Background: an optimization exercise with open tools, aiming at small area, a short achievable clock period and few clock cycles per item. Do not read the settings as production practice. In this exercise RTL edits were held to simulation tests only and were not proved equivalent to the original.

[flow/flow/run.sh]
#!/bin/bash
# Own flow: the standard layout (standard.sh, ORFS), with these changes:
#  - synthesis and repair may not use the 3-input XOR/XNOR cells (slow in this
#    XOR-heavy design; two 2-input cells are smaller and faster),
#  - the port buffers are buf_2 cells instead of ORFS's default choice,
set -euo pipefail
here=$(pwd)
du=$(make -s -C "$FLOW_HOME" DESIGN_CONFIG="$here/config.mk" WORK_HOME="$here/orfs" print-DONT_USE_CELLS 2>/dev/null | sed -n 's/^DONT_USE_CELLS: //p')
[[ -n "$du" ]] || { echo "could not read DONT_USE_CELLS" >&2; exit 1; }
for c in xor3 xnor3; do for s in 1 2 4; do du="$du sky130_fd_sc_hd__${c}_$s"; done; done
margin=$(cat flow/margin 2>/dev/null || echo 6)
bash standard.sh "DONT_USE_CELLS=$du" "BUFFER_PORTS_ARGS=-buffer_cell sky130_fd_sc_hd__buf_2" \
  "SETUP_SLACK_MARGIN=$margin" finish > standard.log 2>&1
[flow/flow/margin]
6.2
[flow/standard.sh]
#!/bin/bash
# synth_recipe.tcl (not shown) runs the flow's synth.tcl, then flattens the netlist and writes it again
# the make line also repeats each setting of config.mk as NAME=value (left out here)
make -C /OpenROAD-flow-scripts/flow DESIGN_CONFIG=/design/flow/config.mk WORK_HOME=/design/flow/orfs CLKGATE_MAP_FILE= SYNTH_SCRIPT=/design/flow/synth_recipe.tcl "${@:-finish}"
[flow/config.mk]
export PLATFORM = sky130hd
export DESIGN_NAME = SeqMul_70
export DESIGN_NICKNAME = SeqMul_70
export VERILOG_FILES = /design/flow/design.v
export SDC_FILE = /design/flow/constraint.sdc
export NUM_CORES = 8
export LEC_CHECK = 0
export CAP_MARGIN = 20
export CELL_PAD_IN_SITES_DETAIL_PLACEMENT = 1
export CELL_PAD_IN_SITES_GLOBAL_PLACEMENT = 1
export CORE_MARGIN = 2
export CORE_UTILIZATION = 40
export CTS_CLUSTER_DIAMETER = 80
export CTS_CLUSTER_SIZE = 30
export PLACE_DENSITY = 0.5
export SLEW_MARGIN = 20
[flow/constraint.sdc]
create_clock -name core_clock -period 10.0 [get_ports {clk}]
set_input_delay 2.0000 -clock core_clock [delete_from_list [all_inputs] [get_ports {clk}]]
set_output_delay 2.0000 -clock core_clock [all_outputs]
set_load 0.01 [all_outputs]
[flow/design.v]
module ev_142_4(input [141:0] a, output [725:0] e);
  wire [70:0] as = a[70:0] ^ { a[141:71]};
  wire [241:0] e0, e1; wire [241:0] e2;
  ev_71_3 v0(a[70:0], e0);
  ev_71_3 v2(a[141:71], e2);
  ev_71_3 v1(as, e1);
  assign e = {e1, e2, e0};
endmodule
module ev_17_1(input [16:0] a, output [25:0] e);
  wire [8:0] as = a[8:0] ^ {1'b0, a[16:9]};
  assign e = {as, a[16:9], a[8:0]};
endmodule
module ev_18_1(input [17:0] a, output [26:0] e);
  wire [8:0] as = a[8:0] ^ { a[17:9]};
  assign e = {as, a[17:9], a[8:0]};
endmodule
module ev_35_2(input [34:0] a, output [79:0] e);
  wire [17:0] as = a[17:0] ^ {1'b0, a[34:18]};
  wire [26:0] e0, e1; wire [25:0] e2;
  ev_18_1 v0(a[17:0], e0);
  ev_17_1 v2(a[34:18], e2);
  ev_18_1 v1(as, e1);
  assign e = {e1, e2, e0};
endmodule
module ev_36_2(input [35:0] a, output [80:0] e);
  wire [17:0] as = a[17:0] ^ { a[35:18]};
  wire [26:0] e0, e1; wire [26:0] e2;
  ev_18_1 v0(a[17:0], e0);
  ev_18_1 v2(a[35:18], e2);
  ev_18_1 v1(as, e1);
  assign e = {e1, e2, e0};
endmodule
module ev_71_3(input [70:0] a, output [241:0] e);
  wire [35:0] as = a[35:0] ^ {1'b0, a[70:36]};
  wire [80:0] e0, e1; wire [79:0] e2;
  ev_36_2 v0(a[35:0], e0);
  ev_35_2 v2(a[70:36], e2);
  ev_36_2 v1(as, e1);
  assign e = {e1, e2, e0};
endmodule
module ip_142_4(input [725:0] a, input [725:0] b, output [282:0] p);
  wire [140:0] p0, p1; wire [140:0] p2;
  ip_71_3 u0(a[241:0], b[241:0], p0);
  ip_71_3 u2(a[483:242], b[483:242], p2);
  ip_71_3 u1(a[725:484], b[725:484], p1);
  wire [282:0] t1 = {142'b0, p0} ^ ({142'b0, p0} << 71);
  wire [282:0] t2 = {142'b0, p1 ^ p2} << 71;
  wire [282:0] t3 = {p2, 142'b0};
  assign p = (t1 ^ t3) ^ t2;
endmodule
module ip_17_1(input [25:0] a, input [25:0] b, output [32:0] p);
  wire [16:0] p0, p1; wire [14:0] p2;
  sbm_9 u0(a[8:0], b[8:0], p0);
  sbm_8 u2(a[16:9], b[16:9], p2);
  sbm_9 u1(a[25:17], b[25:17], p1);
  wire [32:0] t1 = {16'b0, p0} ^ ({16'b0, p0} << 9);
  wire [32:0] t2 = {16'b0, p1 ^ {2'b0, p2}} << 9;
  wire [32:0] t3 = {p2, 18'b0};
  assign p = (t1 ^ t3) ^ t2;
endmodule
module ip_18_1(input [26:0] a, input [26:0] b, output [34:0] p);
  wire [16:0] p0, p1; wire [16:0] p2;
  sbm_9 u0(a[8:0], b[8:0], p0);
  sbm_9 u2(a[17:9], b[17:9], p2);
  sbm_9 u1(a[26:18], b[26:18], p1);
  wire [34:0] t1 = {18'b0, p0} ^ ({18'b0, p0} << 9);
  wire [34:0] t2 = {18'b0, p1 ^ p2} << 9;
  wire [34:0] t3 = {p2, 18'b0};
  assign p = (t1 ^ t3) ^ t2;
endmodule
module ip_35_2(input [79:0] a, input [79:0] b, output [68:0] p);
  wire [34:0] p0, p1; wire [32:0] p2;
  ip_18_1 u0(a[26:0], b[26:0], p0);
  ip_17_1 u2(a[52:27], b[52:27], p2);
  ip_18_1 u1(a[79:53], b[79:53], p1);
  wire [68:0] t1 = {34'b0, p0} ^ ({34'b0, p0} << 18);
  wire [68:0] t2 = {34'b0, p1 ^ {2'b0, p2}} << 18;
  wire [68:0] t3 = {p2, 36'b0};
  assign p = (t1 ^ t3) ^ t2;
endmodule
module ip_36_2(input [80:0] a, input [80:0] b, output [70:0] p);
  wire [34:0] p0, p1; wire [34:0] p2;
  ip_18_1 u0(a[26:0], b[26:0], p0);
  ip_18_1 u2(a[53:27], b[53:27], p2);
  ip_18_1 u1(a[80:54], b[80:54], p1);
  wire [70:0] t1 = {36'b0, p0} ^ ({36'b0, p0} << 18);
  wire [70:0] t2 = {36'b0, p1 ^ p2} << 18;
  wire [70:0] t3 = {p2, 36'b0};
  assign p = (t1 ^ t3) ^ t2;
endmodule
module ip_71_3(input [241:0] a, input [241:0] b, output [140:0] p);
  wire [70:0] p0, p1; wire [68:0] p2;
  ip_36_2 u0(a[80:0], b[80:0], p0);
  ip_35_2 u2(a[160:81], b[160:81], p2);
  ip_36_2 u1(a[241:161], b[241:161], p1);
  wire [140:0] t1 = {70'b0, p0} ^ ({70'b0, p0} << 36);
  wire [140:0] t2 = {70'b0, p1 ^ {2'b0, p2}} << 36;
  wire [140:0] t3 = {p2, 72'b0};
  assign p = (t1 ^ t3) ^ t2;
endmodule
module sbm_8(input [7:0] a, input [7:0] b, output [14:0] p);
  assign p[0] = ^{a[0]&b[0]};
  assign p[1] = ^{a[0]&b[1], a[1]&b[0]};
  assign p[2] = ^{a[0]&b[2], a[1]&b[1], a[2]&b[0]};
  assign p[3] = ^{a[0]&b[3], a[1]&b[2], a[2]&b[1], a[3]&b[0]};
  assign p[4] = ^{a[0]&b[4], a[1]&b[3], a[2]&b[2], a[3]&b[1], a[4]&b[0]};
  assign p[5] = ^{a[0]&b[5], a[1]&b[4], a[2]&b[3], a[3]&b[2], a[4]&b[1], a[5]&b[0]};
  assign p[6] = ^{a[0]&b[6], a[1]&b[5], a[2]&b[4], a[3]&b[3], a[4]&b[2], a[5]&b[1], a[6]&b[0]};
  assign p[7] = ^{a[0]&b[7], a[1]&b[6], a[2]&b[5], a[3]&b[4], a[4]&b[3], a[5]&b[2], a[6]&b[1], a[7]&b[0]};
  assign p[8] = ^{a[1]&b[7], a[2]&b[6], a[3]&b[5], a[4]&b[4], a[5]&b[3], a[6]&b[2], a[7]&b[1]};
  assign p[9] = ^{a[2]&b[7], a[3]&b[6], a[4]&b[5], a[5]&b[4], a[6]&b[3], a[7]&b[2]};
  assign p[10] = ^{a[3]&b[7], a[4]&b[6], a[5]&b[5], a[6]&b[4], a[7]&b[3]};
  assign p[11] = ^{a[4]&b[7], a[5]&b[6], a[6]&b[5], a[7]&b[4]};
  assign p[12] = ^{a[5]&b[7], a[6]&b[6], a[7]&b[5]};
  assign p[13] = ^{a[6]&b[7], a[7]&b[6]};
  assign p[14] = ^{a[7]&b[7]};
endmodule
module sbm_9(input [8:0] a, input [8:0] b, output [16:0] p);
  assign p[0] = ^{a[0]&b[0]};
  assign p[1] = ^{a[0]&b[1], a[1]&b[0]};
  assign p[2] = ^{a[0]&b[2], a[1]&b[1], a[2]&b[0]};
  assign p[3] = ^{a[0]&b[3], a[1]&b[2], a[2]&b[1], a[3]&b[0]};
  assign p[4] = ^{a[0]&b[4], a[1]&b[3], a[2]&b[2], a[3]&b[1], a[4]&b[0]};
  assign p[5] = ^{a[0]&b[5], a[1]&b[4], a[2]&b[3], a[3]&b[2], a[4]&b[1], a[5]&b[0]};
  assign p[6] = ^{a[0]&b[6], a[1]&b[5], a[2]&b[4], a[3]&b[3], a[4]&b[2], a[5]&b[1], a[6]&b[0]};
  assign p[7] = ^{a[0]&b[7], a[1]&b[6], a[2]&b[5], a[3]&b[4], a[4]&b[3], a[5]&b[2], a[6]&b[1], a[7]&b[0]};
  assign p[8] = ^{a[0]&b[8], a[1]&b[7], a[2]&b[6], a[3]&b[5], a[4]&b[4], a[5]&b[3], a[6]&b[2], a[7]&b[1], a[8]&b[0]};
  assign p[9] = ^{a[1]&b[8], a[2]&b[7], a[3]&b[6], a[4]&b[5], a[5]&b[4], a[6]&b[3], a[7]&b[2], a[8]&b[1]};
  assign p[10] = ^{a[2]&b[8], a[3]&b[7], a[4]&b[6], a[5]&b[5], a[6]&b[4], a[7]&b[3], a[8]&b[2]};
  assign p[11] = ^{a[3]&b[8], a[4]&b[7], a[5]&b[6], a[6]&b[5], a[7]&b[4], a[8]&b[3]};
  assign p[12] = ^{a[4]&b[8], a[5]&b[7], a[6]&b[6], a[7]&b[5], a[8]&b[4]};
  assign p[13] = ^{a[5]&b[8], a[6]&b[7], a[7]&b[6], a[8]&b[5]};
  assign p[14] = ^{a[6]&b[8], a[7]&b[7], a[8]&b[6]};
  assign p[15] = ^{a[7]&b[8], a[8]&b[7]};
  assign p[16] = ^{a[8]&b[8]};
endmodule
module SeqMul_70(clk, reset, U0, U1, U2, U3, V0, V1, V2, V3, W, done);
    input clk, reset;
    input [70:0] U0, U1, U2, U3;
    input [70:0] V0, V1, V2, V3;
    output [567:0] W;
    output reg done;
    wire [141:0] a0 = {U2, U3}, a1 = {U0, U1};
    wire [141:0] b0 = {V2, V3}, b1 = {V0, V1};
    reg s0, s1, s2, s3, rs;
    reg k0, k1;
    wire [141:0] ma = (a0 & {142{k0}}) ^ (a1 & {142{k1}});
    wire [141:0] mb = (b0 & {142{k0}}) ^ (b1 & {142{k1}});
    wire [725:0] ea, eb;
    ev_142_4 eva(ma, ea);
    ev_142_4 evb(mb, eb);
    reg [725:0] xa, xb;
    always @(posedge clk) begin
        xa <= ea;
        xb <= eb;
    end
    wire [282:0] p;
    ip_142_4 core(xa, xb, p);
    reg [566:0] w;
    reg [140:0] hp, lp;
    wire [140:0] hl = hp ^ lp;
    wire [282:0] pre = {hl ^ w[566:426], w[425] ^ w[141], hl ^ w[140:0]};
    always @(posedge clk) begin
        if (s1) w[141:0] <= p[141:0];
        if (s1) hp <= p[282:142];
        lp <= p[140:0];
        if (s2) w[566:425] <= p[282:141];
        if (s3) w[424:142] <= pre ^ p;
        rs <= reset;
        k0 <= !(reset ? !(rs | s1 | s2) : s0);
        k1 <= (reset ? !(rs | s1 | s2) : s0) | (!reset & s1);
        if (reset) begin
            s0 <= rs | s1 | s2;
            s1 <= !(rs | s1 | s2);
            s2 <= 1'b0;
            s3 <= 1'b0;
            done <= 1'b0;
        end else begin
            s0 <= 1'b0;
            s1 <= s0;
            s2 <= s1;
            s3 <= s2;
            if (s3) done <= 1'b1;
        end
    end
    assign W = {w, 1'b0};
endmodule
==> flow_summary.yaml, run 1 <==
clocking:
  clk_latency_ps: 1020
  tritoncts: "done"
  root_buffer: "clkbuf_16"
  clock_sinks: 2291
  cts_max_level: 4
  hold_buffers: 0
  path_clk_slew_ps: 80
  cts_buffers: 170
  clockBufferDepth: 4
worst_hold_path:
  hold_path_class: "reg -> reg"
  hold_start: "s0"
global_route:
  antenna_found_initial: 125
  grt.overflow.total: 0
  top_usage_layer: "met2"
  grt_max_degree: 140
  grt_use_met1: 0.5554
  met3_usage: 0.1101
  grt_pass1_wl_mm: 1326
  use_met2: 0.6531
  first_global_vias: 145000
  grt.total_usage: 0.4442
sta:
  rsz0062_at_grt: "yes"
  setup_violations: 0
  hold_viol: 0
  setup_tns_ps: 0
  min_period_over_period: 0.3967
  fin_worst_skew_ps: 80.61
  max-slew-margin-rel: 0.1262
  post-route-min-period_ps: 3967
  fin_hold_ws_ps: 469.5
  max_freq_mhz: 252.1
  slew_viol_final: 0
  worst_slack_ps: 6033
  worst_slew_pin_slew_ps: 1311
placement:
  dpl_worst_slack_ps: 4189
  dp.cells: 26890
  placed_area_sq_um: 187800
  place.gp.congestion: 1.101
  dpl.hpwl_mm: 813.1
  io_buffers: 1137
outcome:
  status: "complete, no violations"
floorplanning:
  start_util: 0.4008
  fp.dieW_microns: 663.1
  num_io_pins: 1139
  coreArea_sq_um: 433600
  rows: 242
  die_area_sq_um: 439700
  fp.dieH_microns: 663.1
layout:
  fin_cells: 27980
  fin_nets: 22620
  drive_gt1_frac: 0.2607
  fin_area_sq_um: 218800
  syn2layout_area_growth_pct: 25.91
worst_setup_path:
  criticalPathCategory: "in -> reg"
  cp-start-kind: "input port"
  rr_startpoint: "k0"
  slowest_delay_ps: 610
  cp_slowest_cell: "xor2_2"
  cp_cell_sequence: "buf_2, nand2_1, xor2_2, buf_4, xor2_1, buf_4, xor2_1, buf_4, xor2_1, xor2_1"
  path_common_cell: "xor2_1"
  crit_fanout: 4
  end_kind: "flop"
  cp_data_arrival_time_ps: 4780
  crit_required_ps: 10820
  critPathLaunch: "V2[45]"
detailed_routing:
  via_count: 150900
  antenna_left: 0
  viasPerCell: 5.393
  first_pass_iters: 8
  drt-initial-drc-count: 17390
  drt_wl_total_mm: 1011
  wl_per_cell_microns: 36.16
  drc: 0
yosys:
  netlist.area_leader.share: 0.3366
  yosys_warnings: 1
  synthCells: 20870
  synth_fp_nets: 21440
  ys_ff_latch: 2291
  netlist_area_sq_um: 173800
  ys_seq_area_frac: 0.3047
  synth_area_per_cell_sq_um: 8.328
  yosys.area.top_type: "xnor2_1"
  ys_top_cells_by_area: "xnor2_1 34%, dfxtp_1 18%, xor2_1 16%"
  synth_cell_types: 23
job:
  maxCapViolations: 0
final cells by class:
type,count,area [sq um]
fill,49330,214800
multi-input combinational,16970,131600
sequential,2291,54900
timing repair buffer,2529,18200
tap,5734,7174
clock buffer,183,4472
clock inverter,130,2022
inverter,90,337.8
antenna,50,125.1
Yosys cell counts:
master,n
buf_1,2
buf_2,388
buf_4,13
buf_6,5
clkbuf_1,1105
clkbuf_2,4
conb_1,1
dfxtp_1,1583
edfxtp_1,708
inv_1,90
mux2i_1,1
nand2_1,7065
nand2_2,3
nand2_4,1
nand2b_1,1
nor2_1,2
nor2b_1,3
nor3_1,1
xnor2_1,6678
xnor2_2,105
xnor2_4,9
xor2_1,3093
xor2_2,5
critical path: cells and delay by family:
family                 cells  cell delay, ps
AND/OR/NAND/NOR            1             390
buffers and inverters      4             810
XOR/XNOR                   5            1530
what timing repair did:
item	4_1_cts	5_1_grt
buffers inserted	494	231
endpoints found under the setup margin	797	309
gates resized for setup	2221	1007
pin swaps	408	279
hold endpoints to repair	0	0
gates cloned	0	1
layer usage:
layer / vias to the layer above / wire, microns
li1: 64260 / -
met1: 76810 / 392100
met2: 7636 / 424900
met3: 2118 / 96500
met4: 48 / 97600
met5: - / 342
flip-flops by register name, summed over array words and instances, names as in the netlist:
register and cells:
xa 717, s1 1, k0 1, lp 141, rs 1, s0 1
s2 1, s3 1, w 567, hp 141, done 1, k1 1
xb 717
cell usage in the layout (no fill, tap or decap), types with 13 or more instances in the layout:
master     Yosys  layout
buf_12         0     138
buf_2        388    1138
buf_4         13    1182
buf_6          5      53
clkbuf_16      0     178
clkinv_16      0      15
clkinv_8       0      18
dfxtp_1     1583     530
dfxtp_2        0     801
dfxtp_4        0     252
diode_2        0      50
edfxtp_1     708     708
inv_1         90      90
inv_12         0      20
inv_16         0      20
inv_6          0      13
inv_8          0      13
nand2_1     7065    7050
nand2_2        3      17
xnor2_1     6678    5269
xnor2_2      105    1205
xnor2_4        9     318
xor2_1      3093    2742
xor2_2         5     301
xor2_4         0      55
cell families after synthesis:
family / share of synthesized area
XOR/XNOR: 0.5042
AND/OR/NAND/NOR: 0.1530
flip-flops: 0.3047
buffers and inverters: 0.03803
multiplexers: 0.00005760
other: 0.00002158
metrics by stage:
step / utilization
after floorplan: -
after global placement: 0.4328
after detailed placement: 0.4332
after CTS: 0.4894
after global routing: 0.5044
final: 0.5046
final timing paths:
kind	endpoint	slack (ps)	cells after the start
worst max-delay path	xb[717]	6030	10
worst min register to register	k0	470	1
worst max register to register	xb[719]	6080	9
worst min-delay path	k0	470	1
Testbench counts, summed over its fixed seeds: cycles 648, items 160.
==> run 2, diff against run 1 <==
==> flow/flow/margin (replaced) <==
5.8
==> flow_summary.yaml, run 2 <==
placement:
  place.gp.congestion: 1.057
  io_buffers: 1137
  dpl.hpwl_mm: 808.4
  placed_area_sq_um: 188000
detailed_routing:
  antenna_left: 0
  first_pass_iters: 6
  via_count: 148100
  viasPerCell: 5.378
  drt_wl_total_mm: 998.7
  drt-initial-drc-count: 16650
  wl_per_cell_microns: 36.27
  drc: 0
clocking:
  clk_latency_ps: 1030
  root_buffer: "clkbuf_16"
  clock_sinks: 2291
  cts_max_level: 4
  clockBufferDepth: 4
  path_clk_slew_ps: 100
  tritoncts: "done"
  cts_buffers: 177
  hold_buffers: 0
yosys:
  yosys_warnings: 1
  synth_area_per_cell_sq_um: 8.328
  synth_edf_count: 708
  ys_top_cells_by_count: "7065 x nand2_1, 6678 x xnor2_1, 3093 x xor2_1"
  synthArstFlopShare: 0
  synth_fp_nets: 21440
  netlist_area_sq_um: 173800
  ys_top_cells_by_area: "xnor2_1 34%, dfxtp_1 18%, xor2_1 16%"
  ys.flop_type: "dfxtp_1"
  ys_ff_latch: 2291
  synthCells: 20870
  netlist.area_leader.share: 0.3366
  synth_most_common_cell: "nand2_1"
  synth_cell_types: 23
  ys_seq_area_frac: 0.3047
  yosys.area.top_type: "xnor2_1"
worst_setup_path:
  cp_data_arrival_time_ps: 5090
  cp_cell_sequence: "nand2_1, xnor2_1, xnor2_1, xnor2_1, xnor2_2, xnor2_1, xnor2_1, xnor2_2, xnor2_2, xnor2_1, xnor2_1"
  slowest_delay_ps: 820
  end_kind: "flop"
  crit_fanout: 9
  path_common_cell: "xnor2_1"
  crit_required_ps: 10740
  crit_family: "XOR/XNOR gates"
  ff2ff_path_depth: 11
  criticalPathCategory: "reg -> reg"
  cp_slowest_cell: "xnor2_1"
  cp.depth: 11
  cp-start-kind: "flop"
  crit_buf_inv: 0
sta:
  slew_viol_final: 0
  setup_violations: 0
  post-route-min-period_ps: 4354
  hold_viol: 0
  setup_tns_ps: 0
  fin_worst_skew_ps: 69.41
  min_period_over_period: 0.4354
  worst_slew_pin_slew_ps: 1347
  rsz0062_at_grt: "yes"
  max-slew-margin-rel: 0.09548
  max_freq_mhz: 229.7
global_route:
  grt.total_usage: 0.4395
  grt.overflow.total: 0
  antenna_found_initial: 132
  grt_pass1_wl_mm: 1312
  grt_max_degree: 138
  first_global_vias: 142600
worst_hold_path:
  hold_depth: 1
  hold_path_class: "reg -> reg"
layout:
  fin_area_sq_um: 208100
  final_core_util: 0.4800
  most-common-layout-cells: "7062 x nand2_1, 5759 x xnor2_1, 2768 x xor2_1"
  n_fill_cell: 50050
  fin_nets: 22160
  syn2layout_area_growth_pct: 19.77
  seq_area_sq_um: 53350
  drive_gt1_frac: 0.1858
  multi_input_area_sq_um: 126200
  layout_commonest_cell: "nand2_1"
  reg.largest.list: "xa: 717 flops, xb: 717 flops, w: 567 flops"
outcome:
  status: "complete, no violations"
floorplanning:
  start_util: 0.4008
  fp.dieH_microns: 663.1
  rows: 242
  coreArea_sq_um: 433600
  die_area_sq_um: 439700
  fp.dieW_microns: 663.1
  num_io_pins: 1139
job:
  maxCapViolations: 0
## run 2: cell counts after synthesis
No cell type changed its count.
## run 2: cell type report
cell class                      count  share of cell area
Sequential cell                  2291              0.2563
Inverter                           90            0.001623
Tap cell                         5734             0.03447
Clock buffer                      191             0.02250
Timing Repair Buffer             2058             0.06648
Clock inverter                    135             0.01138
Antenna cell                       65           0.0007815
Multi-Input combinational cell  16970              0.6065
## run 2: metal layers
metal	vias to the layer above	wire length [microns]	GRT usage
met1	74920	391500	0.5546
met3	2109	99730	0.1193
li1	63320	-	-
met5	-	310	0
met2	7672	414700	0.6367
met4	46	92420	0.3352
## run 2: worst paths after layout
check	startpoint	to	slack [ps]
max	xb[413]	w[335]	5650
max reg2reg	xb[413]	w[335]	5650
min	s0	k0	480
min reg2reg	s0	k0	480
## run 2: worst reg2reg max path: stages, from the launching register on
cell     delay [ps]
dfxtp_1         640
nand2_1         140
xnor2_1         160
xnor2_1         250
xnor2_1         160
xnor2_2         210
xnor2_1         820
xnor2_1         270
xnor2_2         580
xnor2_2         310
xnor2_1         430
xnor2_1         130
## run 2: what timing repair did
action                                  CTS  global route
endpoints found under the hold margin     0             0
gates resized for setup                 896           542
endpoints found under the setup margin  664           278
setup buffers                           168           107
pin swaps                               126            94
## run 2: metrics by stage
step / setup slack [ps] / cells / hold WS (ps)
after floorplan: 5883 / 20870 / 428.4
after detailed placement: 4065 / 26870 / 456.9
after global placement: 3908 / 26860 / 453.5
after CTS: 5639 / 27360 / 483.2
final: 5646 / 27530 / 478.1
after global routing: 5653 / 27480 / 526.8
## run 2: logic make-up after synthesis
logic type | synth area share
and+or+nand+nor | 0.1530
muxes | 0.00005760
buffers and inverters | 0.03803
xor gates and xnor gates | 0.5042
DFF | 0.3047
other | 0.00002158
==> run 3, diff against run 2 <==
==> flow/flow/margin (replaced) <==
6
--- a/flow/config.mk
+++ b/flow/config.mk
@@ -13,4 +13,4 @@
 export CTS_CLUSTER_DIAMETER = 80
 export CTS_CLUSTER_SIZE = 30
-export PLACE_DENSITY = 0.5
+export PLACE_DENSITY = 0.6
 export SLEW_MARGIN = 20
==> flow_summary.yaml, run 3 <==
detailed_routing:
  drt_wl_total_mm: 1002
  viasPerCell: 5.401
  drt-initial-drc-count: 17500
  drc: 0
  antenna_left: 0
  first_pass_iters: 5
  via_count: 149400
  wl_per_cell_microns: 36.21
worst_setup_path:
  path_common_cell: "xnor2_1"
  cp_cell_sequence: "nand2_1, xnor2_2, xnor2_1, xnor2_1, xnor2_1, xnor2_2, xnor2_1, buf_4, xnor2_1, buf_4, xnor2_1, xnor2_1"
  cp-start-kind: "flop"
  crit_buf_inv: 2
  cp_data_arrival_time_ps: 4990
  criticalPathCategory: "reg -> reg"
  slowest_delay_ps: 610
  end_kind: "flop"
  crit_fanout: 9
  crit_family: "XOR/XNOR gates"
  cp_slowest_cell: "dfxtp_1"
  crit_required_ps: 10750
floorplanning:
  start_util: 0.4008
  fp.dieW_microns: 663.1
  die_area_sq_um: 439700
  fp.dieH_microns: 663.1
  rows: 242
  coreArea_sq_um: 433600
  num_io_pins: 1139
clocking:
  clk_latency_ps: 1010
  root_buffer: "clkbuf_16"
  clock_sinks: 2291
  tritoncts: "done"
  cts_buffers: 168
  hold_buffers: 0
  cts_max_level: 4
  path_clk_slew_ps: 110
  clockBufferDepth: 4
global_route:
  grt_use_met1: 0.5546
  antenna_found_initial: 124
  grt.total_usage: 0.4408
  use_met2: 0.6378
  first_global_vias: 143900
  grt.overflow.total: 0
  grt_max_degree: 148
  met3_usage: 0.1109
  top_usage_layer: "met2"
  grt_pass1_wl_mm: 1316
outcome:
  status: "complete, no violations"
layout:
  layout_commonest_cell: "nand2_1"
  fin_cells: 27670
  final_core_util: 0.4868
  syn2layout_area_growth_pct: 21.48
  drive_gt1_frac: 0.2106
  most-common-layout-cells: "7054 x nand2_1, 5604 x xnor2_1, 2776 x xor2_1"
  reg.largest.list: "xa: 717 flops, xb: 717 flops, w: 567 flops"
  fin_nets: 22310
worst_hold_path:
  hold_path_class: "reg -> reg"
placement:
  dp.cells: 26870
  place.gp.congestion: 1.075
  io_buffers: 1137
  dpl.hpwl_mm: 813.6
yosys:
  synth_cell_types: 23
  yosys_warnings: 1
  synth_most_common_cell: "nand2_1"
  synth_edf_count: 708
  synthArstFlopShare: 0
  ys_seq_area_frac: 0.3047
  netlist.area_leader.share: 0.3366
  ys.flop_type: "dfxtp_1"
  netlist_area_sq_um: 173800
  ys_top_cells_by_count: "7065 x nand2_1, 6678 x xnor2_1, 3093 x xor2_1"
  synth_fp_nets: 21440
  ys_top_cells_by_area: "xnor2_1 34%, dfxtp_1 18%, xor2_1 16%"
  synthCells: 20870
  yosys.area.top_type: "xnor2_1"
  ys_ff_latch: 2291
  synth_area_per_cell_sq_um: 8.328
job:
  maxCapViolations: 0
sta:
  min_period_over_period: 0.4243
  rsz0062_at_grt: "yes"
  worst_slew_pin_slew_ps: 1246
  setup_violations: 0
  max_freq_mhz: 235.7
  fin_hold_ws_ps: 473.4
  max-slew-margin-rel: 0.1694
  post-route-min-period_ps: 4243
  hold_viol: 0
  slew_viol_final: 0
  setup_tns_ps: 0
  fin_worst_skew_ps: 90.36
==> run 3: worst paths after layout <==
path,from,endpoint,cells past startpoint,slack (ps)
worst max-delay path,xa[313],w[292],12,5760
worst min-delay path,done,done,2,470
worst max register to register,xa[313],w[292],12,5760
worst min register to register,done,done,2,470
==> run 3: logic make-up (layout without fill, tap and decap cells) <==
group,Yosys count,in the layout,share of synthesized area
other cells,1,66,0.00002158
xor+xnor,9890,9890,0.5042
mux,1,1,0.00005760
flops,2291,2291,0.3047
buf+inv,1607,2614,0.03803
simple gates,7076,7076,0.1530
==> run 3: cell type report <==
class | count | area [sq um]
antenna | 65 | 162.7
clock buffer | 189 | 4438
clock inverter | 118 | 1778
fill | 49970 | 222500
inverter | 90 | 341.6
multi-input combinational | 16970 | 128100
sequential | 2291 | 53730
tap | 5734 | 7174
timing repair buffer | 2217 | 15350
==> run 3: what timing repair did <==
item / CTS / global route
endpoints found under the hold margin: 0 / 0
cloned: 0 / 0
gates resized for setup: 1313 / 701
setup endpoints to repair: 727 / 324
pin swaps: 218 / 147
buffers inserted: 264 / 163
==> run 3: layer usage <==
layer  up-vias  share of wire
li1      63640              -
met1     75910           0.39
met2      7781           0.41
met3      2096          0.099
met4        26          0.099
met5         -        0.00017
==> run 3: tightest hold or removal path: stages (launching register included) <==
cell and delay [ps]:
dfxtp_1 330, nor2_1 50, nor2_1 70
==> run 3: through the flow <==
step           area, sq um  worst slack, ps
2_1_floorplan       173800             6405
3_3_place_gp        187500             4062
3_5_place_dp        187700             4110
4_1_cts             206100             5732
5_1_grt             211000             5817
6_report            211100             5757
==> run 4, diff against run 3 <==
--- a/flow/config.mk
+++ b/flow/config.mk
@@ -13,4 +13,5 @@
 export CTS_CLUSTER_DIAMETER = 80
 export CTS_CLUSTER_SIZE = 30
-export PLACE_DENSITY = 0.6
+export GPL_ROUTABILITY_DRIVEN = 0
+export PLACE_DENSITY = 0.5
 export SLEW_MARGIN = 20
==> flow_summary.yaml, run 4 <==
layout:
  syn2layout_area_growth_pct: 21.58
  reg.largest.list: "xa: 717 flops, xb: 717 flops, w: 567 flops"
  fin_area_sq_um: 211300
  layout_commonest_cell: "nand2_1"
  drive_gt1_frac: 0.2163
  fin_nets: 22280
  n_fill_cell: 49950
  most-common-layout-cells: "7051 x nand2_1, 5592 x xnor2_1, 2748 x xor2_1"
worst_setup_path:
  crit_required_ps: 10770
  criticalPathCategory: "reg -> reg"
  rr_startpoint: "xb[601]"
  crit_fanout: 8
  cp_data_arrival_time_ps: 4870
  rrSetupSlack_ps: 5890
  timing.rr.end: "w[287]"
  ff2ff_path_depth: 15
  end_kind: "flop"
  cp-start-kind: "flop"
floorplanning:
  rows: 242
  die_area_sq_um: 439700
  num_io_pins: 1139
  fp.dieW_microns: 663.1
  start_util: 0.4008
  coreArea_sq_um: 433600
  fp.dieH_microns: 663.1
global_route:
  first_global_vias: 143500
  grt_pass1_wl_mm: 1309
  grt_max_degree: 124
  antenna_found_initial: 111
  grt.overflow.total: 0
  grt.total_usage: 0.4385
job:
  maxCapViolations: 0
sta:
  min_period_over_period: 0.4106
  worst_slew_pin_slew_ps: 1264
  max_freq_mhz: 243.5
  setup_tns_ps: 0
  post-route-min-period_ps: 4106
  worst_slack_ps: 5894
  slew_viol_final: 0
  rsz0062_at_grt: "yes"
  max-slew-margin-rel: 0.1542
  fin_hold_ws_ps: 488.5
  hold_viol: 0
  fin_worst_skew_ps: 102.9
  setup_violations: 0
yosys:
  ys_top_cells_by_area: "xnor2_1 34%, dfxtp_1 18%, xor2_1 16%"
  ys_top_cells_by_count: "7065 x nand2_1, 6678 x xnor2_1, 3093 x xor2_1"
  ys_seq_area_frac: 0.3047
  netlist.area_leader.share: 0.3366
  ys_ff_latch: 2291
  synth_fp_nets: 21440
  synthArstFlopShare: 0
  synthCells: 20870
  synth_edf_count: 708
  netlist_area_sq_um: 173800
  ys.flop_type: "dfxtp_1"
  synth_cell_types: 23
  synth_most_common_cell: "nand2_1"
  yosys.area.top_type: "xnor2_1"
  yosys_warnings: 1
  synth_area_per_cell_sq_um: 8.328
detailed_routing:
  drt_wl_total_mm: 995.5
  viasPerCell: 5.390
  via_count: 149000
  wl_per_cell_microns: 36.01
  antenna_left: 0
  first_pass_iters: 6
  drc: 0
  drt-initial-drc-count: 17000
worst_hold_path:
  hold_depth: 1
  hold_path_class: "reg -> reg"
  hold_end: "k0"
  hold_start: "s0"
clocking:
  cts_max_level: 4
  cts_buffers: 168
  root_buffer: "clkbuf_16"
  tritoncts: "done"
  clock_sinks: 2291
  path_clk_slew_ps: 100
  clk_latency_ps: 1050
  clockBufferDepth: 4
placement:
  dpl_worst_slack_ps: 4291
  io_buffers: 1137
  placed_area_sq_um: 187600
  dpl.hpwl_mm: 803.5
outcome:
  status: "complete, no violations"
## run 4: what timing repair did
action,in CTS,in global routing
setup buffers,283,147
resized for setup,1302,843
pin swaps,209,170
setup endpoints to repair,712,308
hold buffers,0,0
hold endpoints to repair,0,0
## run 4: worst max-delay path by stage
| stage | slack, ps | depth (start not counted) | endpoint | from |
|---|---|---|---|---|
| 6_report | 5890 | 15 | w[287] | xb[601] |
| 5_1_grt | 5820 | 15 | w[287] | xb[617] |
| 4_1_cts | 5850 | 14 | w[278] | xa[62] |
| 3_5_place_dp | 4290 | 13 | w[278] | xa[0] |
| 3_3_place_gp | 4180 | 13 | w[304] | xb[205] |
| 2_1_floorplan | 6400 | 6 | xa[725] | U1[53] |
## run 4: critical path: stages (launching register included)
cell and delay [ps]:
dfxtp_2 470, nand2_1 100, xnor2_1 210, xnor2_1 100
xnor2_1 270, xnor2_2 140, xnor2_2 280, buf_4 260
xnor2_2 190, xnor2_1 190, buf_6 270, xnor2_1 160
xnor2_2 520, xnor2_2 250, xnor2_2 280, xnor2_1 100
## run 4: metal layers
| layer | part of all wire | global-route usage |
|---|---|---|
| met2 | 0.42 | 0.6394 |
| met1 | 0.39 | 0.5445 |
| met5 | 0.00046 | 0 |
| met3 | 0.099 | 0.1173 |
| met4 | 0.096 | 0.3522 |
## run 4: logic make-up (layout without fill, tap and decap cells)
group | Yosys count | in the layout | share of synthesized area
xor gates and xnor gates | 9890 | 9890 | 0.5042
buffers and inverters | 1607 | 2590 | 0.03803
DFF | 2291 | 2291 | 0.3047
muxes | 1 | 1 | 0.00005760
other | 1 | 64 | 0.00002158
and+or+nand+nor | 7076 | 7076 | 0.1530
## run 4: final cells by class
class,count,area [sq um],share of cell area
Inverter,90,337.8,0.001599
Antenna cell,63,157.7,0.0007462
Clock buffer,185,4425,0.02095
Tap cell,5734,7174,0.03396
Multi-Input combinational cell,16970,128100,0.6063
Sequential cell,2291,53890,0.2550
Clock inverter,122,1998,0.009457
Timing Repair Buffer,2193,15200,0.07196
## run 4: through the flow
| stage | std cells | utilization |
|---|---|---|
| after floorplan | 20870 | - |
| after global placement | 26840 | 0.4321 |
| after detailed placement | 26850 | 0.4327 |
| after CTS | 27440 | 0.4752 |
| after global routing | 27600 | 0.4870 |
| final | 27650 | 0.4873 |
==> run 5, diff against run 4 <==
--- a/flow/config.mk
+++ b/flow/config.mk
@@ -13,5 +13,4 @@
 export CTS_CLUSTER_DIAMETER = 80
 export CTS_CLUSTER_SIZE = 30
-export GPL_ROUTABILITY_DRIVEN = 0
 export PLACE_DENSITY = 0.5
 export SLEW_MARGIN = 20
==> flow_summary.yaml, run 5 <==
floorplanning:
  fp.dieH_microns: 663.1
  fp.dieW_microns: 663.1
  num_io_pins: 1139
  rows: 242
  coreArea_sq_um: 433600
  start_util: 0.4008
  die_area_sq_um: 439700
yosys:
  netlist.area_leader.share: 0.3366
  synthCells: 20870
  synthArstFlopShare: 0
  ys_ff_latch: 2291
  yosys.area.top_type: "xnor2_1"
  synth_cell_types: 23
  synth_most_common_cell: "nand2_1"
  yosys_warnings: 1
  ys_seq_area_frac: 0.3047
  synth_area_per_cell_sq_um: 8.328
  synth_edf_count: 708
  netlist_area_sq_um: 173800
  ys_top_cells_by_count: "7065 x nand2_1, 6678 x xnor2_1, 3093 x xor2_1"
  ys_top_cells_by_area: "xnor2_1 34%, dfxtp_1 18%, xor2_1 16%"
  synth_fp_nets: 21440
  ys.flop_type: "dfxtp_1"
placement:
  io_buffers: 1137
  dpl_worst_slack_ps: 4189
  place.gp.congestion: 1.101
  dpl.hpwl_mm: 813.1
global_route:
  grt.overflow.total: 0
  grt_max_degree: 140
  antenna_found_initial: 122
  grt.total_usage: 0.4417
  grt_pass1_wl_mm: 1318
  first_global_vias: 143400
detailed_routing:
  drc: 0
  viasPerCell: 5.380
  wl_met1_mm: 391.9
  wl_met3_mm: 95.59
  antenna_left: 0
  drt_wl_total_mm: 1005
  via_count: 148900
  wl_met2_mm: 420.8
  drt-initial-drc-count: 17110
  routed.top_layer: "met5"
  first_pass_iters: 8
  wl_per_cell_microns: 36.33
sta:
  setup_tns_ps: 0
  rsz0062_at_grt: "yes"
  max-slew-margin-rel: 0.09168
  fin_worst_skew_ps: 77.01
  worst_slew_pin_slew_ps: 1362
  worst_slack_ps: 5909
  max_freq_mhz: 244.4
  post-route-min-period_ps: 4091
  setup_violations: 0
  hold_viol: 0
  slew_viol_final: 0
  min_period_over_period: 0.4091
worst_setup_path:
  crit_fanout: 104
  criticalPathCategory: "reg -> reg"
  cp_data_arrival_time_ps: 4900
  crit_required_ps: 10810
  end_kind: "flop"
  rrSetupSlack_ps: 5910
  cp-start-kind: "flop"
worst_hold_path:
  hold_path_class: "reg -> reg"
clocking:
  clockBufferDepth: 4
  cts_max_level: 4
  clock_sinks: 2291
  hold_buffers: 0
  tritoncts: "done"
  root_buffer: "clkbuf_16"
  clk_latency_ps: 1020
  path_clk_slew_ps: 80
  cts_buffers: 170
layout:
  layout_commonest_cell: "nand2_1"
  drive_gt1_frac: 0.2143
  syn2layout_area_growth_pct: 21.22
  reg.largest.list: "xa: 717 flops, xb: 717 flops, w: 567 flops"
  fin_nets: 22310
  most-common-layout-cells: "7059 x nand2_1, 5619 x xnor2_1, 2775 x xor2_1"
outcome:
  status: "complete, no violations"
job:
  maxCapViolations: 0
-- run 5: cell counts after synthesis --
Identical to the previous run, type by type.
-- run 5: through the flow --
step                hold WS [ps]    util  std cells  cell area, sq um
detailed placement         468.4  0.4332      26890            187800
CTS                        473.9  0.4763      27500            206500
finish                     473.8  0.4858      27670            210700
global route               502.3  0.4856      27640            210600
global placement           445.9  0.4328      26880            187700
floorplan                  428.4       -      20870            173800
-- run 5: critical path, cell delays in order (launching register included) --
cell and delay [ps]:
dfxtp_4 570, buf_12 370, buf_8 380, nand2_1 160, xor2_2 170, buf_4 320, xor2_1 180, buf_4 240
xor2_2 540, xor2_1 630, xor2_1 120
-- run 5: final cells by class --
| type | instances | area [sq um] |
|---|---|---|
| tap | 5734 | 7174 |
| fill | 49940 | 222900 |
| multi-input combinational | 16970 | 127400 |
| sequential | 2291 | 53820 |
| inverter | 90 | 337.8 |
| timing repair buffer | 2223 | 15330 |
| clock buffer | 183 | 4472 |
| clock inverter | 130 | 2022 |
| antenna | 55 | 137.6 |
-- run 5: cell families after synthesis --
kind of cell           share of synthesized area
XOR/XNOR                                  0.5042
buffers and inverters                    0.03803
flip-flops                                0.3047
multiplexers                          0.00005760
other                                 0.00002158
AND/OR/NAND/NOR                           0.1530
-- run 5: worst paths after layout --
| path | startpoint | to | cells past startpoint |
|---|---|---|---|
| worst max register to register | k1 | xa[717] | 10 |
| worst max-delay path | k1 | xa[717] | 10 |
| worst min-delay path | s0 | k0 | 1 |
| worst min register to register | s0 | k0 | 1 |
-- run 5: per-layer routing --
| layer | GRT usage | up-vias |
|---|---|---|
| met4 | 0.3489 | 49 |
| met3 | 0.1100 | 2037 |
| li1 | - | 63610 |
| met5 | 0 | - |
| met1 | 0.5537 | 75780 |
| met2 | 0.6468 | 7404 |
-- run 5: repair_timing --
action | in CTS | in global routing
setup endpoints to repair | 702 | 257
buffers inserted | 302 | 117
pin swaps | 234 | 124
gates resized for setup | 1332 | 688
cloned | 0 | 1
==> run 6, diff against run 5 <==
--- a/flow/config.mk
+++ b/flow/config.mk
@@ -13,4 +13,5 @@
 export CTS_CLUSTER_DIAMETER = 80
 export CTS_CLUSTER_SIZE = 30
+export GPL_TIMING_DRIVEN = 0
 export PLACE_DENSITY = 0.5
 export SLEW_MARGIN = 20
==> flow_summary.yaml, run 6 <==
worst_setup_path:
  end_kind: "flop"
  timing.rr.end: "xb[721]"
  cp-start-kind: "flop"
  cp_data_arrival_time_ps: 5040
  ff2ff_path_depth: 11
  critPathLaunch: "k0"
  crit_required_ps: 10870
  rrSetupSlack_ps: 5830
  crit_fanout: 10
  rr_startpoint: "k0"
  criticalPathCategory: "reg -> reg"
sta:
  post-route-min-period_ps: 4171
  setup_tns_ps: 0
  worst_slack_ps: 5829
  min_period_over_period: 0.4171
  rsz0062_at_grt: "yes"
  max-slew-margin-rel: 0.1627
  hold_viol: 0
  fin_worst_skew_ps: 73.95
  worst_slew_pin_slew_ps: 1247
  slew_viol_final: 0
  setup_violations: 0
  fin_hold_ws_ps: 486.7
  max_freq_mhz: 239.8
layout:
  fin_cells: 29290
  fin_nets: 23960
  most-common-layout-cells: "7054 x nand2_1, 5192 x xnor2_1, 2501 x xor2_1"
  reg.largest.list: "xa: 717 flops, xb: 717 flops, w: 567 flops"
  drive_gt1_frac: 0.2593
  fin_area_sq_um: 237500
  layout_commonest_cell: "nand2_1"
  syn2layout_area_growth_pct: 36.69
floorplanning:
  fp.dieH_microns: 663.1
  coreArea_sq_um: 433600
  fp.dieW_microns: 663.1
  start_util: 0.4008
  die_area_sq_um: 439700
  rows: 242
  num_io_pins: 1139
yosys:
  synth_area_per_cell_sq_um: 8.328
  synth_fp_nets: 21440
  synth_cell_types: 23
  ys_top_cells_by_count: "7065 x nand2_1, 6678 x xnor2_1, 3093 x xor2_1"
  synth_most_common_cell: "nand2_1"
  ys_seq_area_frac: 0.3047
  ys_ff_latch: 2291
  netlist_area_sq_um: 173800
  synthCells: 20870
  ys_top_cells_by_area: "xnor2_1 34%, dfxtp_1 18%, xor2_1 16%"
  synth_edf_count: 708
  netlist.area_leader.share: 0.3366
  yosys.area.top_type: "xnor2_1"
  ys.flop_type: "dfxtp_1"
  yosys_warnings: 1
  synthArstFlopShare: 0
placement:
  place.gp.congestion: 1.080
  dpl.hpwl_mm: 857.9
  dp.cells: 28130
  io_buffers: 1137
  dpl_worst_slack_ps: 3621
  placed_area_sq_um: 202100
clocking:
  root_buffer: "clkbuf_16"
  cts_max_level: 4
  path_clk_slew_ps: 100
  hold_buffers: 0
  tritoncts: "done"
  clk_latency_ps: 1030
  cts_buffers: 170
  clockBufferDepth: 4
  clock_sinks: 2291
detailed_routing:
  drc: 0
  drt-initial-drc-count: 17630
  antenna_left: 0
  via_count: 157400
  drt_wl_total_mm: 1061
  wl_per_cell_microns: 36.23
  viasPerCell: 5.373
  first_pass_iters: 6
global_route:
  grt_pass1_wl_mm: 1388
  grt.total_usage: 0.4652
  grt.overflow.total: 0
  grt_max_degree: 54
  antenna_found_initial: 84
  first_global_vias: 152800
worst_hold_path:
  hold_end: "done"
  hold_path_class: "reg -> reg"
  hold_start: "done"
  hold_depth: 2
job:
  maxCapViolations: 0
outcome:
  status: "complete, no violations"
-- run 6: worst max-delay path by stage --
stage	end	slack [ps]
after floorplan	xa[725]	6400
after global placement	xb[719]	180
after detailed placement	w[288]	3620
after CTS	w[299]	5880
after global routing	w[288]	5850
final	xb[721]	5830
-- run 6: final cells by class --
cell class                      instances  area (sq um)
Sequential cell                      2291         52960
Antenna cell                           35         87.58
Tap cell                             5734          7174
Buffer                               1517          7548
Fill cell                           48720        196100
Clock inverter                        126          2213
Clock buffer                          185          4414
Timing Repair Buffer                 2348         22880
Multi-Input combinational cell      16970        139900
Inverter                               90         337.8
-- run 6: worst max-delay path, stage by stage, from the launching register on --
cell and delay (ps):
dfxtp_1 320, clkbuf_1 240, clkbuf_2 400, buf_16 230
clkbuf_4 340, nand2_1 140, xor2_2 380, buf_6 270
xor2_4 430, xor2_2 580, xor2_4 350, xor2_1 270
-- run 6: cells by family after synthesis --
kind of cell	synth area share
buffers and inverters	0.03803
DFF	0.3047
muxes	0.00005760
other	0.00002158
xor gates and xnor gates	0.5042
and+or+nand+nor	0.1530
-- run 6: timing repair --
action / in CTS / in global routing
gates resized for setup: 2266 / 1079
hold endpoints to repair: 0 / 0
endpoints found under the setup margin: 934 / 352
buffers inserted: 583 / 235
pin swaps: 476 / 315
-- run 6: layer usage --
| layer | global-route usage | wire length [microns] | vias up | share of wire |
|---|---|---|---|---|
| met1 | 0.5673 | 395500 | 79700 | 0.37 |
| met3 | 0.1294 | 112400 | 2484 | 0.11 |
| li1 | - | - | 66810 | - |
| met5 | 0 | 118 | - | 0.00011 |
| met4 | 0.4073 | 116400 | 18 | 0.11 |
| met2 | 0.6723 | 436900 | 8375 | 0.41 |
-- run 6: through the flow --
stage                 util
floorplan                -
global placement    0.4305
detailed placement  0.4662
CTS                 0.5318
global route        0.5477
finish              0.5478
==> run 7, diff against run 6 <==
--- a/flow/config.mk
+++ b/flow/config.mk
@@ -6,5 +6,5 @@
 export NUM_CORES = 8
 export LEC_CHECK = 0
-export CAP_MARGIN = 20
+export CAP_MARGIN = 10
 export CELL_PAD_IN_SITES_DETAIL_PLACEMENT = 1
 export CELL_PAD_IN_SITES_GLOBAL_PLACEMENT = 1
@@ -13,5 +13,4 @@
 export CTS_CLUSTER_DIAMETER = 80
 export CTS_CLUSTER_SIZE = 30
-export GPL_TIMING_DRIVEN = 0
 export PLACE_DENSITY = 0.5
-export SLEW_MARGIN = 20
+export SLEW_MARGIN = 10
==> flow_summary.yaml, run 7 <==
global_route:
  grt_pass1_wl_mm: 1317
  first_global_vias: 143800
  grt.total_usage: 0.4414
  grt.overflow.total: 0
  grt_max_degree: 140
  antenna_found_initial: 135
sta:
  slew_viol_final: 0
  hold_viol: 0
  setup_tns_ps: 0
  worst_slew_pin_slew_ps: 1361
  max-slew-margin-rel: 0.08978
  post-route-min-period_ps: 4156
  min_period_over_period: 0.4156
  fin_worst_skew_ps: 74.94
  max_freq_mhz: 240.6
  rsz0062_at_grt: "yes"
  setup_violations: 0
detailed_routing:
  first_pass_iters: 5
  via_count: 149300
  drc: 0
  drt_wl_total_mm: 1004
  drt-initial-drc-count: 17120
  antenna_left: 0
  wl_per_cell_microns: 36.26
  viasPerCell: 5.395
yosys:
  ys_seq_area_frac: 0.3047
  synth_edf_count: 708
  yosys_warnings: 1
  synth_fp_nets: 21440
  ys_top_cells_by_count: "7065 x nand2_1, 6678 x xnor2_1, 3093 x xor2_1"
  synthArstFlopShare: 0
  ys.flop_type: "dfxtp_1"
  netlist_area_sq_um: 173800
  yosys.area.top_type: "xnor2_1"
  ys_top_cells_by_area: "xnor2_1 34%, dfxtp_1 18%, xor2_1 16%"
  synth_area_per_cell_sq_um: 8.328
  synth_cell_types: 23
  netlist.area_leader.share: 0.3366
  synthCells: 20870
  synth_most_common_cell: "nand2_1"
  ys_ff_latch: 2291
placement:
  place.gp.congestion: 1.101
  dpl.hpwl_mm: 812.8
  io_buffers: 1137
  dp.cells: 26890
  placed_area_sq_um: 187800
clocking:
  clock_sinks: 2291
  tritoncts: "done"
  hold_buffers: 0
  cts_buffers: 172
  clk_latency_ps: 1010
  path_clk_slew_ps: 80
  root_buffer: "clkbuf_16"
  clockBufferDepth: 4
  cts_max_level: 4
worst_setup_path:
  crit_required_ps: 10720
  crit_fanout: 9
  cp-start-kind: "flop"
  end_kind: "flop"
  cp_data_arrival_time_ps: 4880
  criticalPathCategory: "reg -> reg"
layout:
  fin_cells: 27680
  syn2layout_area_growth_pct: 21.36
  fin_nets: 22300
  reg.largest.list: "xa: 717 flops, xb: 717 flops, w: 567 flops"
  most-common-layout-cells: "7058 x nand2_1, 5611 x xnor2_1, 2779 x xor2_1"
  fin_area_sq_um: 210900
  drive_gt1_frac: 0.2138
  layout_commonest_cell: "nand2_1"
  n_fill_cell: 50000
floorplanning:
  fp.dieW_microns: 663.1
  rows: 242
  num_io_pins: 1139
  start_util: 0.4008
  die_area_sq_um: 439700
  fp.dieH_microns: 663.1
  coreArea_sq_um: 433600
worst_hold_path:
  hold_path_class: "reg -> reg"
job:
  maxCapViolations: 0
outcome:
  status: "complete, no violations"
run 7: kinds of logic after synthesis:
| logic type | Yosys count | share of synthesized area |
|---|---|---|
| buffers and inverters | 1607 | 0.03803 |
| other | 1 | 0.00002158 |
| flip-flops | 2291 | 0.3047 |
| multiplexers | 1 | 0.00005760 |
| AND/OR/NAND/NOR | 7076 | 0.1530 |
| XOR/XNOR | 9890 | 0.5042 |
run 7: final cells by class:
| cell class | instances | area [sq um] | share of cell area |
|---|---|---|---|
| Multi-Input combinational cell | 16970 | 127600 | 0.6048 |
| Sequential cell | 2291 | 53840 | 0.2553 |
| Timing Repair Buffer | 2210 | 15130 | 0.07175 |
| Tap cell | 5734 | 7174 | 0.03402 |
| Clock buffer | 189 | 4504 | 0.02136 |
| Clock inverter | 128 | 2176 | 0.01032 |
| Inverter | 90 | 337.8 | 0.001602 |
| Antenna cell | 71 | 177.7 | 0.0008424 |
run 7: path summary, 6_finish.rpt:
path / start / end / slack, ps / cells after the start
worst max-delay path: xa[313] / w[327] / 5840 / 10
worst min-delay path: s0 / k0 / 470 / 1
worst max register to register: xa[313] / w[327] / 5840 / 10
worst min register to register: s0 / k0 / 470 / 1
run 7: critical path, stage by stage (launching register included):
cell	delay, ps
dfxtp_1	570
nand2_1	330
xnor2_1	670
xnor2_1	290
xnor2_2	350
xnor2_1	170
xnor2_2	330
xnor2_1	220
xnor2_4	500
xnor2_2	260
xnor2_1	190
run 7: per-layer routing:
metal	global-route usage	share of wire
met5	0.004449	0.00027
met4	0.3404	0.095
met3	0.1087	0.097
met2	0.6511	0.42
met1	0.5528	0.39
run 7: stage by stage:
stage	worst slack (ps)	hold slack, ps	utilization
global placement	4243	445.9	0.4328
finish	5844	469.0	0.4864
CTS	5746	479.2	0.4760
global route	5812	493.2	0.4862
floorplan	6405	428.4	-
detailed placement	4254	466.3	0.4330
run 7: repair_timing:
item / CTS / global route
cloned: 0 / 0
buffers inserted: 269 / 139
pin swaps: 214 / 131
gates resized for setup: 1340 / 718
setup endpoints to repair: 696 / 280
==> run 8, diff against run 7 <==
==> flow/config.mk (replaced) <==
export PLATFORM = sky130hd
export DESIGN_NAME = SeqMul_70
export DESIGN_NICKNAME = SeqMul_70
export VERILOG_FILES = /design/flow/design.v
export SDC_FILE = /design/flow/constraint.sdc
export NUM_CORES = 8
export LEC_CHECK = 0
export CAP_MARGIN = 20
export CELL_PAD_IN_SITES_DETAIL_PLACEMENT = 0
export CELL_PAD_IN_SITES_GLOBAL_PLACEMENT = 0
export CORE_MARGIN = 2
export CORE_UTILIZATION = 40
export CTS_CLUSTER_DIAMETER = 80
export CTS_CLUSTER_SIZE = 30
export PLACE_DENSITY = 0.5
export SLEW_MARGIN = 20
==> flow_summary.yaml, run 8 <==
yosys:
  synth_area_per_cell_sq_um: 8.328
  ys_top_cells_by_count: "7065 x nand2_1, 6678 x xnor2_1, 3093 x xor2_1"
  synthCells: 20870
  synth_top_family_by_area: "XOR/XNOR gates"
  netlist.area_leader.share: 0.3366
  ys_seq_area_frac: 0.3047
  yosys.area.top_type: "xnor2_1"
  ys_ff_latch: 2291
  ys.flop_type: "dfxtp_1"
  synth_fp_nets: 21440
  synth_most_common_cell: "nand2_1"
  synthAdderAreaFrac: 0
  synth_edf_count: 708
  synthArstFlopShare: 0
  synthXorXnorAreaFrac: 0.5042
  yosys_warnings: 1
  synthSimpleGateAreaFrac: 0.1530
  synth_cell_types: 23
  ys_top_cells_by_area: "xnor2_1 34%, dfxtp_1 18%, xor2_1 16%"
  synth_mux_area_frac: 0.00005760
  synth-compound-area-share: 0
  netlist_area_sq_um: 173800
detailed_routing:
  via_count: 144500
  drt-initial-drc-count: 18060
  wl_per_cell_microns: 33.24
  drc: 0
  viasPerCell: 5.233
  antenna_left: 0
  drt_wl_total_mm: 917.8
  first_pass_iters: 6
sta:
  min_period_over_period: 0.4133
  fin_worst_skew_ps: 85.88
  rsz0062_at_grt: "yes"
  worst_slew_pin_slew_ps: 1292
  max_freq_mhz: 241.9
  slew_viol_final: 0
  setup_tns_ps: 0
  hold_viol: 0
  setup_violations: 0
  post-route-min-period_ps: 4133
  max-slew-margin-rel: 0.1389
floorplanning:
  rows: 242
  die_area_sq_um: 439700
  fp.dieW_microns: 663.1
  fp.dieH_microns: 663.1
  coreArea_sq_um: 433600
  start_util: 0.4008
  num_io_pins: 1139
clocking:
  clockBufferDepth: 4
  root_buffer: "clkbuf_16"
  path_clk_slew_ps: 110
  clk_latency_ps: 1030
  clock_sinks: 2291
  cts_buffers: 158
  cts_max_level: 4
  tritoncts: "done"
layout:
  fin_cells: 27610
  n_fill_cell: 41850
  syn2layout_area_growth_pct: 21.34
  layout_commonest_cell: "nand2_1"
  reg.largest.list: "xa: 717 flops, xb: 717 flops, w: 567 flops"
  drive_gt1_frac: 0.2041
  most-common-layout-cells: "7053 x nand2_1, 5597 x xnor2_1, 2813 x xor2_1"
  fin_nets: 22280
placement:
  dp.cells: 26800
  place.gp.congestion: 1.092
  io_buffers: 1137
  dpl.hpwl_mm: 739.7
worst_hold_path:
  hold_path_class: "reg -> reg"
global_route:
  grt_max_degree: 133
  grt.total_usage: 0.4039
  grt_pass1_wl_mm: 1214
  antenna_found_initial: 69
  grt.overflow.total: 0
  first_global_vias: 135000
outcome:
  status: "complete, no violations"
worst_setup_path:
  cp-start-kind: "flop"
  criticalPathCategory: "reg -> reg"
  cp_data_arrival_time_ps: 4860
  crit_required_ps: 10720
  crit_fanout: 9
  end_kind: "flop"
job:
  maxCapViolations: 0
[run 8: cell counts after synthesis]
No cell type changed its count.
[run 8: final cells by class]
cell class,count,area [sq um],share of cell area
Antenna cell,36,90.09,0.0004272
Clock buffer,172,4153,0.01969
Clock inverter,116,1936,0.009180
Inverter,90,337.8,0.001602
Multi-Input combinational cell,16970,128000,0.6071
Sequential cell,2291,53630,0.2544
Tap cell,5734,7174,0.03403
Timing Repair Buffer,2204,15520,0.07361
[run 8: worst max-delay path: stages, from the launching register on]
cell     delay, ps
dfxtp_1        640
nand2_1        120
xnor2_1        230
xnor2_1        130
xnor2_2        400
xnor2_1        210
xnor2_2        340
xnor2_1        220
xnor2_1        200
xnor2_4        450
xnor2_2        220
xnor2_2        360
xnor2_2        180
xnor2_1        110
[run 8: through the flow]
step | setup WS, ps | area [sq um] | util | hold slack (ps)
6_report | 5867 | 210900 | 0.4863 | 454.0
5_1_grt | 5843 | 210800 | 0.4862 | 469.9
4_1_cts | 5841 | 205800 | 0.4747 | 459.6
3_5_place_dp | 4172 | 187300 | 0.4319 | 443.9
3_3_place_gp | 3304 | 187000 | 0.4314 | 440.9
2_1_floorplan | 6405 | 173800 | - | 428.4
[run 8: path summary, 6_finish.rpt]
| kind | to | slack [ps] | from | depth (start not counted) |
|---|---|---|---|---|
| max | w[286] | 5870 | xb[204] | 13 |
| min | k0 | 450 | s0 | 1 |
| max reg2reg | w[286] | 5870 | xb[204] | 13 |
| min reg2reg | k0 | 450 | s0 | 1 |
[run 8: metal layers]
layer | track usage | share of wire | up-vias
li1 | - | - | 63550
met2 | 0.5770 | 0.41 | 7944
met3 | 0.1137 | 0.11 | 2081
met4 | 0.3420 | 0.11 | 22
met5 | 0 | 0.00041 | -
met1 | 0.5013 | 0.38 | 70900
[run 8: timing repair]
action | 4_1_cts | 5_1_grt
hold endpoints to repair | 0 | 0
setup endpoints to repair | 764 | 342
cloned | 1 | 0
buffers inserted | 313 | 168
hold buffers | 0 | 0
pin swaps | 234 | 160
gates resized for setup | 1232 | 689
[run 8: logic make-up after synthesis]
kind of cell / Yosys count
other: 1
multiplexers: 1
AND/OR/NAND/NOR: 7076
buffers and inverters: 1607
flip-flops: 2291
XOR/XNOR: 9890

## what the ideal ports hide
Ports are ideal in the flow. The routed layouts listed here were re-timed in OpenROAD.
Step 1: set_driving_cell puts a clkbuf_16 on clk and a buf_2 on each other input, an assumption about the parent block.
Step 2 times the ports against the registers' clock, not the clock port: input delays grow and output delays shrink by t, the midpoint of the rising clock arrivals with the driver on.
Three values: ideal, step 1, step 2; two values: the first two.
| run | t, ns | slack for setup (ns) | hold slack, ns | cell pins on the clock port's net |
|---|---|---|---|---|
| run 1 | 1.127 | 6.033 / 5.930 / 4.804 | 0.470 / 0.470 / 0.470 | 1 |
| run 2 | 1.125 | 5.646 / 5.646 / 4.680 | 0.478 / 0.478 / 0.478 | 1 |
| run 3 | 1.097 | 5.757 / 5.757 / 4.792 | 0.473 / 0.473 / 0.473 | 1 |
| run 4 | 1.119 | 5.894 / 5.894 / 4.817 | 0.488 / 0.488 / 0.488 | 1 |
| run 5 | 1.127 | 5.909 / 5.863 / 4.763 | 0.474 / 0.474 / 0.474 | 1 |
| run 6 | 1.136 | 5.829 / 5.829 / 4.864 | 0.487 / 0.487 / 0.487 | 1 |
| run 7 | 1.102 | 5.844 / 5.844 / 4.886 | 0.469 / 0.469 / 0.469 | 1 |
| run 8 | 1.115 | 5.867 / 5.867 / 5.122 | 0.454 / 0.454 / 0.454 | 1 |
After both steps every run listed still meets setup and hold. For run 1, which loses most, drivers alone change the setup slack by -0.103 ns; drivers and shift together by -1.229 ns.
